Background: an optimization exercise with open tools, aiming at small area. Do not read the settings as production practice.
Where RTL was checked, it was by simulation tests only, not by an equivalence proof against the original.
Power and IR drop assume default switching activity.

Design MBF, start of the top module:
module MBF(CLK, RESET, IN_VALID, IN_DATA, X_DATA, Y_DATA, OUT_VALID);
Size: ~230 flip-flops, about 43 I/O pins.
make LEC_CHECK=0 CAP_MARGIN=20 CORE_MARGIN=2 CORE_UTILIZATION=50 CTS_BUF_LIST=sky130_fd_sc_hd__clkbuf_8 CTS_CLUSTER_DIAMETER=50 CTS_CLUSTER_SIZE=20 SLEW_MARGIN=20 SYNTH_HIERARCHICAL=1 finish   # period 7.0 ns
run.sh (not shown) runs the stock make flow with config.mk's settings and CLKGATE_MAP_FILE= SYNTH_SCRIPT=/design/flow/synth_recipe.tcl, a recipe that flattens the netlist after the stock synthesis.
==> next run, changes <==
==> flow/flow/run.sh (new file) <==
#!/bin/bash
# The standard layout, with the port buffers that global placement inserts made from the
# smallest buffer cell. The make output goes to flow_make.log; ORFS keeps each step's own
# log under orfs/logs/.
set -euo pipefail
export BUFFER_PORTS_ARGS="-buffer_cell sky130_fd_sc_hd__buf_1"
bash standard.sh finish > flow_make.log 2>&1
==> flow/standard.sh (new file) <==
#!/bin/bash
# synth_recipe.tcl (not shown) runs the flow's synth.tcl, then flattens the netlist and writes it again
# the make line also repeats each setting of config.mk as NAME=value (left out here)
make -C /OpenROAD-flow-scripts/flow DESIGN_CONFIG=/design/flow/config.mk WORK_HOME=/design/flow/orfs CLKGATE_MAP_FILE= SYNTH_SCRIPT=/design/flow/synth_recipe.tcl "${@:-finish}"
removed: flow/run.sh
The new run went through all stages and came out clean; critical path depth falls by 1; hold slack gets better by 0.011 ns; die area stays the same; total power hardly moves; clock skew rises by 0.0088 ns; design area falls slightly; worst setup slack gets worse by 0.053 ns; global-route usage hardly moves; register-to-register slack gets worse by 0.05 ns.
Function was not checked in any run of this note: the RTL went through the layout flow alone.

---

Another version of the RTL of MBF (not shown whole).
For scale: ~1200 cells after synthesis, ~250 flip-flops, about 43 I/O pins, about 16000 sq um of cells after synthesis.
==> flow/config.mk <==
export PLATFORM = sky130hd
export DESIGN_NAME = MBF
export DESIGN_NICKNAME = MBF
export VERILOG_FILES = /design/flow/design.v
export SDC_FILE = /design/flow/constraint.sdc
export NUM_CORES = 4
export LEC_CHECK = 0
export CAP_MARGIN = 20
export CORE_MARGIN = 2
export CORE_UTILIZATION = 40
export CTS_BUF_LIST = sky130_fd_sc_hd__clkbuf_8
export CTS_CLUSTER_DIAMETER = 45
export CTS_CLUSTER_SIZE = 30
export SLEW_MARGIN = 20
export SYNTH_HIERARCHICAL = 1
==> flow/constraint.sdc <==
create_clock -name core_clock -period 7.0 [get_ports {CLK}]
set_input_delay 1.4000 -clock core_clock [delete_from_list [all_inputs] [get_ports {CLK}]]
set_output_delay 1.4000 -clock core_clock [all_outputs]
set_load 0.01 [all_outputs]
Stock flow here: none of the scripts above is used.
Next try:
CTS_BUF_LIST = sky130_fd_sc_hd__clkbuf_16   (was sky130_fd_sc_hd__clkbuf_8)
CTS_CLUSTER_DIAMETER = 80   (was 45)
CTS_CLUSTER_SIZE = 40   (was 30)
Result: The changed run ran to the end with no violations; die area does not change; sequential cell count is unchanged; worst hold slack got worse by 0.0043 ns; combinational power hardly moves; worst setup slack got worse by 0.019 ns; cell area is lower slightly; cell count is lower slightly; utilization is lower by 0.19 points.
Next try:
CTS_BUF_LIST = sky130_fd_sc_hd__clkbuf_4   (was sky130_fd_sc_hd__clkbuf_16)
CTS_CLUSTER_DIAMETER = not set   (was 80)
CTS_CLUSTER_SIZE = 12   (was 40)
=> The new run finished with timing, DRC and antenna clean; worst setup slack gets better by 0.18 ns; total power is higher by a few percent; routed wire length is higher slightly.
Next try:
CAP_MARGIN = 0   (was 20)
SLEW_MARGIN = 0   (was 20)
=> The new run passed the timing, design-rule and antenna checks; cell area hardly moves; non-clock buffer count is unchanged; die area is unchanged; critical path depth is unchanged; clock-buffer cell count is unchanged.

---

MBF, a different RTL version from the one above (not shown whole).
Size in the first run: about 250 flip-flops, about 43 I/O pins, ~15000 um2 of cells after synthesis.
==> flow/config.mk <==
export PLATFORM = sky130hd
export DESIGN_NAME = MBF
export DESIGN_NICKNAME = MBF
export VERILOG_FILES = /design/flow/design.v
export SDC_FILE = /design/flow/constraint.sdc
export NUM_CORES = 4
export LEC_CHECK = 0
export CAP_MARGIN = 20
export CORE_MARGIN = 2
export CORE_UTILIZATION = 50
export CTS_BUF_LIST = sky130_fd_sc_hd__clkbuf_8
export CTS_CLUSTER_DIAMETER = 50
export CTS_CLUSTER_SIZE = 20
export SLEW_MARGIN = 20
export SYNTH_HIERARCHICAL = 1
==> flow/constraint.sdc <==
create_clock -name core_clock -period 7.0 [get_ports {CLK}]
set_input_delay 1.4000 -clock core_clock [delete_from_list [all_inputs] [get_ports {CLK}]]
set_output_delay 1.4000 -clock core_clock [all_outputs]
set_load 0.01 [all_outputs]
standard.sh (not shown) runs the stock make flow with config.mk's settings and CLKGATE_MAP_FILE= SYNTH_SCRIPT=/design/flow/synth_recipe.tcl, a recipe that flattens the netlist after the stock synthesis.
==> flow/flow/run.sh <==
#!/bin/bash
# The standard layout, with the port buffers that global placement inserts made from the
# smallest buffer cell, resizer changes from timing-driven placement not kept, and clock
# tree synthesis without dummy loads. The make output goes to
# flow_make.log; ORFS keeps each step's own log under orfs/logs/.
set -euo pipefail
export BUFFER_PORTS_ARGS="-buffer_cell sky130_fd_sc_hd__buf_1"
export GPL_KEEP_OVERFLOW=0
export CTS_ARGS="-sink_clustering_enable -repair_clock_nets -dont_use_dummy_load -buf_list sky130_fd_sc_hd__clkbuf_8 -sink_clustering_size 16 -sink_clustering_max_diameter 40"
bash standard.sh finish > flow_make.log 2>&1
Edit:
--- a/flow/flow/run.sh
+++ b/flow/flow/run.sh
@@ -7,4 +7,4 @@
 export BUFFER_PORTS_ARGS="-buffer_cell sky130_fd_sc_hd__buf_1"
 export GPL_KEEP_OVERFLOW=0
-export CTS_ARGS="-sink_clustering_enable -repair_clock_nets -dont_use_dummy_load -buf_list sky130_fd_sc_hd__clkbuf_8 -sink_clustering_size 16 -sink_clustering_max_diameter 40"
+export CTS_ARGS="-sink_clustering_enable -repair_clock_nets -dont_use_dummy_load -buf_list sky130_fd_sc_hd__clkbuf_8 -sink_clustering_size 24 -sink_clustering_max_diameter 50"
 bash standard.sh finish > flow_make.log 2>&1
What happened:
- utilization fell by 0.32 points
- first-iteration DRC count rose by 7.8%
- worst setup slack gains 0.066 ns
- area after synthesis is unchanged
- power fell by 2.2%
- hold slack loses 0.0063 ns
- wire length is about the same

[re-timing with driven ports]
How much do the figures lean on ideal ports? The routed layouts below were timed once more, with nothing changed but the port constraints.
Step 1 assumes that a clkbuf_16 drives the clock port and a buf_2 every other input.
Step 2 adds t to the input delays and takes it off the output delays; t is the mean of the earliest and latest rising clock arrival at the registers after step 1. Input paths then give back, and output paths get back, about the clock's delay inside the block.
Slacks: no drivers / after step 1 / after step 2; pairs: no drivers / after step 1.
run | t, ns | setup slack, ns | latest minus earliest clock arrival (ns) | cell pins on the clock port's net
the first run of note 1 | 0.647 | 0.206 / 0.206 / 0.206 | 0.024 / 0.025 | 1
the second run of note 1 | 0.647 | 0.153 / 0.153 / 0.153 | 0.029 / 0.029 | 1
the first run of note 2 | 0.639 | 0.211 / 0.160 / 0.411 | 0.061 / 0.061 | 1
the second run of note 2 | 0.590 | 0.192 / 0.138 / 0.399 | 0.030 / 0.030 | 1
the third run of note 2 | 0.761 | 0.371 / 0.320 / 0.421 | 0.047 / 0.046 | 1
the fourth run of note 2 | 0.758 | 0.375 / 0.325 / 0.417 | 0.044 / 0.044 | 1
the first run of note 3 | 0.559 | 0.229 / 0.229 / 0.229 | 0.086 / 0.087 | 1
the second run of note 3 | 0.615 | 0.295 / 0.295 / 0.295 | 0.081 / 0.081 | 1
After both steps setup and hold are still met in every run listed.
